This is an optimization exercise on Yosys and OpenROAD, whose aim is small area, a short achievable clock period and few clock cycles per item, not a production implementation. Only simulation tests tie the RTL to the original design; equivalence was not proved. Power and IR drop assume default switching activity.

==> flow/design.v <==
module execute_divide(input wire              clk,
                      input wire              reset,
                      input wire              enable,
                      input wire 	      unsigned_div,
                      output wire             done,
                      input wire [32-1:0] in_a,
                      input wire [32-1:0] in_b,
                      output reg [32-1:0] out,
                      output reg              ov
                      );
   reg                                         st_idle;
   reg                                         st_neg;
   reg                                         st_prep;
   reg                                         st_iter;
   reg                                         st_zero;
   reg                                         st_done;
   reg [32:0]                                  R;      
   reg [31:0]                                  D;      
   reg [4:0]                                   lza;    
   reg [4:0]                                   lzb;    
   reg                                         b_neg;  
   reg                                         sub;    
   reg                                         negate;  
   reg                                         inv_q;   
   function [4:0] lzc(input [31:0] x);
      reg [31:0] y;
      reg [3:0]  q;
      reg [7:0]  nz;
      reg [15:0] l;
      reg        found;
      integer    g;
      begin
         y = x | 32'h1;
         for (g = 0; g < 8; g = g + 1) begin
            q = y[4*g +: 4];
            nz[g] = |q;
            l[2*g +: 2] = q[3] ? 2'd0 : q[2] ? 2'd1 : q[1] ? 2'd2 : 2'd3;
         end
         lzc = 5'd31;
         found = 0;
         for (g = 7; g >= 0; g = g - 1)
           if (!found && nz[g]) begin
              lzc = {3'd7 - g[2:0], l[2*g +: 2]};
              found = 1;
           end
      end
   endfunction
   function [32:0] add33(input [32:0] x, input [32:0] y, input c);
      reg [33:0] g, p, gn, pn, p0;
      integer    i, lvl, d;
      begin
         g = {x & y, c};
         p0 = {x ^ y, 1'b0};
         p = p0;
         for (lvl = 0; lvl < 6; lvl = lvl + 1) begin
            d = 1 << lvl;
            gn = g; pn = p;
            for (i = 0; i < 34; i = i + 1)
              if (i >= d) begin
                 gn[i] = g[i] | (p[i] & g[i-d]);
                 pn[i] = p[i] & p[i-d];
              end
            g = gn; p = pn;
         end
         add33 = p0[33:1] ^ g[32:0];
      end
   endfunction
   wire        a_neg = !unsigned_div && in_a[31];
   wire        b_negi = !unsigned_div && in_b[31];
   wire        b_zero = (in_b == 32'h0);
   wire        s_ovf = !unsigned_div && (in_a == 32'h80000000) &&
               (in_b == 32'hffffffff);
   wire [31:0] t_a = in_a ^ {!unsigned_div && in_a[31], in_a[31:1]};
   wire [31:0] t_b = in_b ^ {!unsigned_div && in_b[31], in_b[31:1]};
   wire [4:0]  lz_a = lzc(t_a);
   wire [4:0]  lz_b = lzc(t_b);
   reg  [31:0] a_clear;    
   integer     k;
   always @(*) begin
      a_clear[31] = !t_a[31];
      for (k = 30; k >= 0; k = k - 1)
        a_clear[k] = a_clear[k+1] && !t_a[k];
   end
   wire        a_short = |(t_b & a_clear) && !a_neg;
   wire [4:0]  lza_in = b_zero ? {3'b0, !unsigned_div && in_a[31],
                                  !unsigned_div && !in_a[31]} : lz_a;
   wire [32:0] dsub = {b_neg && !st_neg, D};
   wire [32:0] sum = add33(R, sub ? ~dsub : dsub, sub || st_neg);
   wire        ge = !sum[32];
   wire [4:0]  sg = lzb & ~lza;
   wire [4:0]  sp = lzb ^ ~lza;
   wire [4:0]  sc = {sg[3] | (sp[3] & sg[2]) | (sp[3] & sp[2] & sg[1]) |
                     (sp[3] & sp[2] & sp[1] & sg[0]) | (sp[3] & sp[2] & sp[1] & sp[0]),
                     sg[2] | (sp[2] & sg[1]) | (sp[2] & sp[1] & sg[0]) | (sp[2] & sp[1] & sp[0]),
                     sg[1] | (sp[1] & sg[0]) | (sp[1] & sp[0]),
                     sg[0] | sp[0],
                     1'b1};
   wire [4:0]  shamt = sp ^ sc;
   wire        f = 1'b0;
   wire [31:0] sh0 = shamt[0] ? {D[30:0], f} : D;
   wire [31:0] sh1 = shamt[1] ? {sh0[29:0], {2{f}}} : sh0;
   wire [31:0] sh2 = shamt[2] ? {sh1[27:0], {4{f}}} : sh1;
   wire [31:0] sh3 = shamt[3] ? {sh2[23:0], {8{f}}} : sh2;
   wire [31:0] sh4 = shamt[4] ? {sh3[15:0], {16{f}}} : sh3;
   wire        neg_short = {1'b0, lza} > {1'b0, lzb} + 6'd1;
   always @(posedge clk) begin
      st_idle 	<= reset || !enable;
      st_neg 	<= !reset && enable && st_idle && !a_short && a_neg;
      st_prep 	<= !reset && enable && ((st_idle && !a_short && !a_neg) || (st_neg && !neg_short));
      st_iter 	<= !reset && enable && ((st_prep && ge) || (st_iter && lza != 0));
      st_zero 	<= !reset && enable && st_prep && !ge && inv_q;
      st_done 	<= !reset && enable && ((st_idle && a_short) || (st_neg && neg_short) ||
                                        (st_prep && !ge && !inv_q) || st_zero ||
                                        (st_iter && lza == 0) || st_done);
   end
   always @(posedge clk) begin
      lza 	<= st_idle ? lza_in : st_prep ? shamt : lza - 1;
      lzb 	<= lz_b;
      D 	<= st_idle ? (a_neg ? 32'h0 : in_b) :
                   st_neg ? in_b :
                   st_prep ? sh4 :
                   {b_neg, D[31:1]};
      if (st_idle) begin
         R 	<= {1'b0, a_neg ? ~in_a : in_a};
         sub 	<= !a_neg && !b_negi;
      end else if (!st_prep || negate) begin
         R 	<= sum;
         sub 	<= sum[32] ^ !b_neg;
      end
      if (!st_done)
        out 	<= (st_idle || st_neg || st_zero) ? 32'h0 :
                   st_prep ? {32{inv_q}} :
                   {out[30:0], ge ^ inv_q};
      if (st_idle) begin
         b_neg 	<= b_negi;
         negate <= a_neg ^ b_negi;
         inv_q 	<= (a_neg ^ b_negi) || s_ovf;
         ov 	<= b_zero || s_ovf;
      end
   end
   assign done = st_done;
endmodule  
clock: 7.0 ns
lec_check: 0
cap_margin: 20
core_margin: 2
core_utilization: 55
cts_buf_list: sky130_fd_sc_hd__clkbuf_8
place_density: 0.75
setup_slack_margin: 3.5
slew_margin: 20
run.sh (not shown) runs the stock make flow with config.mk's settings and CLKGATE_MAP_FILE= SYNTH_SCRIPT=/design/flow/synth_recipe.tcl, a recipe that flattens the netlist after the stock synthesis.
Testbench counts at the start, summed over its fixed seeds: cycles 31,717, items 3,200.
==> next run, changes <==
--- a/flow/design.v
+++ b/flow/design.v
@@ -99,21 +99,19 @@
    wire        f = 1'b0;
    wire [31:0] sh0 = shamt[0] ? {D[30:0], f} : D;
    wire [31:0] sh1 = shamt[1] ? {sh0[29:0], {2{f}}} : sh0;
    wire [31:0] sh2 = shamt[2] ? {sh1[27:0], {4{f}}} : sh1;
    wire [31:0] sh3 = shamt[3] ? {sh2[23:0], {8{f}}} : sh2;
    wire [31:0] sh4 = shamt[4] ? {sh3[15:0], {16{f}}} : sh3;
-   wire        neg_short = {1'b0, lza} > {1'b0, lzb} + 6'd1;
    always @(posedge clk) begin
       st_idle 	<= reset || !enable;
       st_neg 	<= !reset && enable && st_idle && !a_short && a_neg;
-      st_prep 	<= !reset && enable && ((st_idle && !a_short && !a_neg) || (st_neg && !neg_short));
+      st_prep 	<= !reset && enable && ((st_idle && !a_short && !a_neg) || st_neg);
       st_iter 	<= !reset && enable && ((st_prep && ge) || (st_iter && lza != 0));
       st_zero 	<= !reset && enable && st_prep && !ge && inv_q;
-      st_done 	<= !reset && enable && ((st_idle && a_short) || (st_neg && neg_short) ||
-                                        (st_prep && !ge && !inv_q) || st_zero ||
+      st_done 	<= !reset && enable && ((st_idle && a_short) || (st_prep && !ge && !inv_q) || st_zero ||
                                         (st_iter && lza == 0) || st_done);
    end
    always @(posedge clk) begin
       lza 	<= st_idle ? lza_in : st_prep ? shamt : lza - 1;
       lzb 	<= lz_b;
       D 	<= st_idle ? (a_neg ? 32'h0 : in_b) :
@@ -124,14 +122,13 @@
          R 	<= {1'b0, a_neg ? ~in_a : in_a};
          sub 	<= !a_neg && !b_negi;
       end else if (!st_prep || negate) begin
          R 	<= sum;
          sub 	<= sum[32] ^ !b_neg;
       end
-      if (!st_done)
-        out 	<= (st_idle || st_neg || st_zero) ? 32'h0 :
+      out 	<= (st_idle || st_zero) ? 32'h0 :
                    st_prep ? {32{inv_q}} :
                    {out[30:0], ge ^ inv_q};
       if (st_idle) begin
          b_neg 	<= b_negi;
          negate <= a_neg ^ b_negi;
          inv_q 	<= (a_neg ^ b_negi) || s_ovf;
- power shrinks by a few percent
- sequential cell count stays the same
- global-route usage drops by 1.1 points
- fmax stays flat
- cell count goes down by a few percent
- clock skew is higher by 6.0 ps
- area after synthesis went down by a few percent
- wire length decreases by a little under a tenth
- via count is lower slightly
- critical path depth drops by 1
Testbench counts after the change, summed over its fixed seeds: cycles 32,040, items 3,200.

==> re-timing with driven ports <==
The results above use ideal ports. As a check the final layouts listed here were re-extracted and re-timed, cells and wires unchanged. Step 1, drivers: a clkbuf_16 drives clk and a buf_2 each remaining input, both assumed. Step 2, shift: input delay + t, output delay - t, t = (earliest + latest rising clock arrival at the registers) / 2. This alone moves slack from input paths to output paths. Slacks: ideal ports / drivers / drivers and shift; pairs: ideal ports / drivers.
run	shift t [ns]	setup WS [ns]	worst setup path after step 2	clock arrival spread, ns	worst slew at a driven data input, ns
the first run	0.491	3.514 / 3.512 / 3.021	input to register	0.012 / 0.013	0.04
the second run	0.506	3.515 / 3.515 / 3.068	input to register	0.019 / 0.019	0.05
After both steps every run listed still meets setup and hold. The setup slack of the first run, which loses most, moves by -0.002 ns with the drivers and by -0.493 ns with both steps.
